Source: an optimization exercise on an open RTL-to-GDS flow (aim: small area, a short achievable clock period and few clock cycles per item). Production flows keep margins and buffers that such runs may drop. In this exercise RTL edits were held to simulation tests only and were not proved equivalent to the original.

== run 1 ==
==> flow/design.v (excerpt) <==
module ascon_p_serial_multiround     
     #(parameter BW = 64) (
         input clk,
         input rstn,
         input en,                        
         input en_inc,                    
         input [2:0] slice_idx,           
         input [BW-1:0] slice_in,         
         output reg [BW-1:0] slice_out,   
         output done                      
     );
    reg  [BW-1:0] x0, x1, x2, x3, x4;
    wire [3:0]    round;
    wire [3:0]    knext;
    wire          adv;
    round_counter round_ctr (
        .clk(clk), .rstn(rstn), .en(en), .inc(en_inc),
        .dout(round), .done(done), .adv(adv), .knext(knext)
    );
    wire [7:0] kadd = {knext, knext};     
    wire [BW-1:0] d0, d1, d2, d3, d4n;    
    genvar i;
    generate
        for (i = 0; i < BW; i = i + 1) begin : g_sbox
            wire b0, b2, t0n, t2n, c0, c1, c2n, c3, e4, b4;
            ascon_xor  XB0(.a(x0[i]), .b(x4[i]), .y(b0));
            ascon_orn  T2 (.a(x3[i]), .b(x4[i]), .y(t2n));           
  ...
For scale: roughly 2900 cells after synthesis, roughly 390 flip-flops, about 28000 µm² of cells after synthesis.
==> flow/config.mk <==
export PLATFORM = sky130hd
export DESIGN_NAME = ascon_p_serial_multiround
export DESIGN_NICKNAME = ascon_p_serial_multiround
export VERILOG_FILES = /design/flow/design.v
export SDC_FILE = /design/flow/constraint.sdc
export NUM_CORES = 4
export LEC_CHECK = 0
export CAP_MARGIN = 20
export CORE_MARGIN = 2
export CORE_UTILIZATION = 50
export CTS_BUF_LIST = sky130_fd_sc_hd__clkbuf_8
export CTS_CLUSTER_DIAMETER = 50
export CTS_CLUSTER_SIZE = 16
export PLACE_DENSITY = 0.72
export SETUP_SLACK_MARGIN = 1.9
export SLEW_MARGIN = 60
export SYNTH_HIERARCHICAL = 1
export SYNTH_MINIMUM_KEEP_SIZE = 0
==> flow/constraint.sdc <==
create_clock -name core_clock -period 4.2 [get_ports {clk}]
set_input_delay 0.8400 -clock core_clock [delete_from_list [all_inputs] [get_ports {clk}]]
set_output_delay 0.8400 -clock core_clock [all_outputs]
set_load 0.01 [all_outputs]
standard.sh (not shown) runs the stock make flow with config.mk's settings and CLKGATE_MAP_FILE= SYNTH_SCRIPT=/design/flow/synth_recipe.tcl, a recipe that flattens the netlist after the stock synthesis.
==> flow/flow/run.sh <==
#!/bin/bash
# Layout flow: the standard ORFS flow (standard.sh, all steps from
# synthesis to the final DEF), with the port buffers made of plain
# sky130_fd_sc_hd__buf_2 cells instead of the delay buffers buffer_ports
# picks by default. Everything ORFS prints goes to run_standard.log here;
# each ORFS step also keeps its own log under orfs/logs/.
set -euo pipefail
export BUFFER_PORTS_ARGS="-buffer_cell sky130_fd_sc_hd__buf_2"
bash standard.sh > run_standard.log 2>&1
Testbench counts of run 1, summed over its fixed seeds: cycles 6,576, items 384.
diff inputs: run 1 => run 2
- CTS_CLUSTER_SIZE: 16 -> unset
- TNS_END_PERCENT: unset -> 30
- CTS_BUF_LIST: sky130_fd_sc_hd__clkbuf_8 -> unset
- CTS_CLUSTER_DIAMETER: 50 -> unset
[summary]
- Run 2 reports its critical path startpoint as x1[8]$_DFF_P_ while run 1 reports x1[28]$_DFF_P_.
- Between run 2 and run 1, it is run 2 whose utilization after layout is higher, by 0.42 points.
- Looking at time the worst path needs with I/O delays and setup, run 2 sits 0.034 ns below run 1.
- Routed length per placed instance in run 2 is about 1.5% higher than in run 1
- The minimum hold slack reported for run 2 is greater than that of run 1 by 0.093 ns.
- Going from run 1 to run 2, the global-route usage was found to have gone up by 0.75 points.
For run 3, these inputs were changed with respect to run 2:
- CTS_CLUSTER_DIAMETER now 85, previously not set
- CTS_CLUSTER_SIZE now 25, previously not set
- CORE_UTILIZATION now 60, was 50
- CTS_BUF_LIST now sky130_fd_sc_hd__clkbuf_16, previously not set
- TNS_END_PERCENT no longer set, was 30
[summary]
- From run 2 to run 3 the numbers moved as follows: area taken by flip-flops and latches stayed essentially flat.
[inputs] run 4 vs run 3
- CORE_UTILIZATION changed from 60 to 50
==> flow/run.sh (new file) <==
#!/bin/bash
# synth_recipe.tcl (not shown) runs the flow's synth.tcl, then flattens the netlist and writes it again
# the make line also repeats each setting of config.mk as NAME=value (left out here)
make -C /OpenROAD-flow-scripts/flow DESIGN_CONFIG=/design/flow/config.mk WORK_HOME=/design/flow/orfs CLKGATE_MAP_FILE= SYNTH_SCRIPT=/design/flow/synth_recipe.tcl finish
removed: flow/flow/run.sh
removed: flow/standard.sh
Results
- Delta (run 4 minus run 3): sequential share of layout area shows a reduction of 0.82 points; net count reported at finish climbed 0.79%; via count went down by 236.
- Run 4: antenna diode count 1 above run 3
- From run 3 to run 4 the numbers moved as follows: layout buffering overhead excluding clock cells grew by 2.7 points; setup total negative slack essentially unchanged; met3 usage in global routing down 3.2 points; proportion of layout cells with a drive suffix above 1 dropped 3.0 points.
- On run 4: layout overhead on the synthesized area is 4.4 points higher than what run 3 gave.
- When the final numbers for run 3 and run 4 were put side by side, the arrival time reported for the critical path endpoint turned out to be smaller in run 4.
Inputs modified between run 4 and run 5:
- clearing SETUP_SLACK_MARGIN, which used to be 1.9
- swapping 50 for 60 in CORE_UTILIZATION
- clearing CTS_BUF_LIST, which used to be sky130_fd_sc_hd__clkbuf_16
- clearing CTS_CLUSTER_SIZE, which used to be 25
- swapping 60 for 20 in SLEW_MARGIN
- clearing CTS_CLUSTER_DIAMETER, which used to be 85
- clearing PLACE_DENSITY, which used to be 0.72
--- outcome ---
Higher post-cts repair resize count was reported by run 4, not run 5. On worst setup margin, run 4 beats run 5. Status | run 5 and run 4 | clean. Going from run 4 to run 5, critical path buffer and inverter count shrinks by 1. Run 5 has sequential portion of the cell area above what run 4 had. From run 4 to run 5 the numbers moved as follows: clock skew fell 0.0088 ns, sequential cell area in the final layout comparable, clock-pin slew on the worst setup and hold paths now smaller, non-clock buffer count went down by about 22%.

## re-timing with driven ports
How much do the figures lean on ideal ports? The routed layouts below were timed once more, with nothing changed but the port constraints. Step 1 sets driving cells, clkbuf_16 on the clock port and buf_2 on the other inputs (assumed; they add their load-dependent delay and slew). Step 2, shift: input delay + t, output delay - t, t = (earliest + latest rising clock arrival at the registers) / 2. This alone moves slack from input paths to output paths. Three values: ideal, step 1, step 2; two values: the first two.
run	t, ns	slack for setup (ns)	latest minus earliest clock arrival (ns)	worst slew at a driven data input, ns	pins driven straight from the clock port
run 1	0.767	1.760 / 1.760 / 1.434	0.029 / 0.028	0.07	1
run 2	0.665	1.794 / 1.794 / 1.395	0.024 / 0.024	0.06	1
run 3	0.665	1.809 / 1.809 / 1.392	0.029 / 0.028	0.04	1
run 4	0.665	1.872 / 1.868 / 1.358	0.030 / 0.030	0.06	1
run 5	0.653	1.061 / 1.061 / 0.753	0.020 / 0.021	0.04	1
After both steps setup and hold are still met in every run listed. For run 4, which loses most, drivers alone change the setup slack by -0.004 ns; drivers and shift together by -0.514 ns.
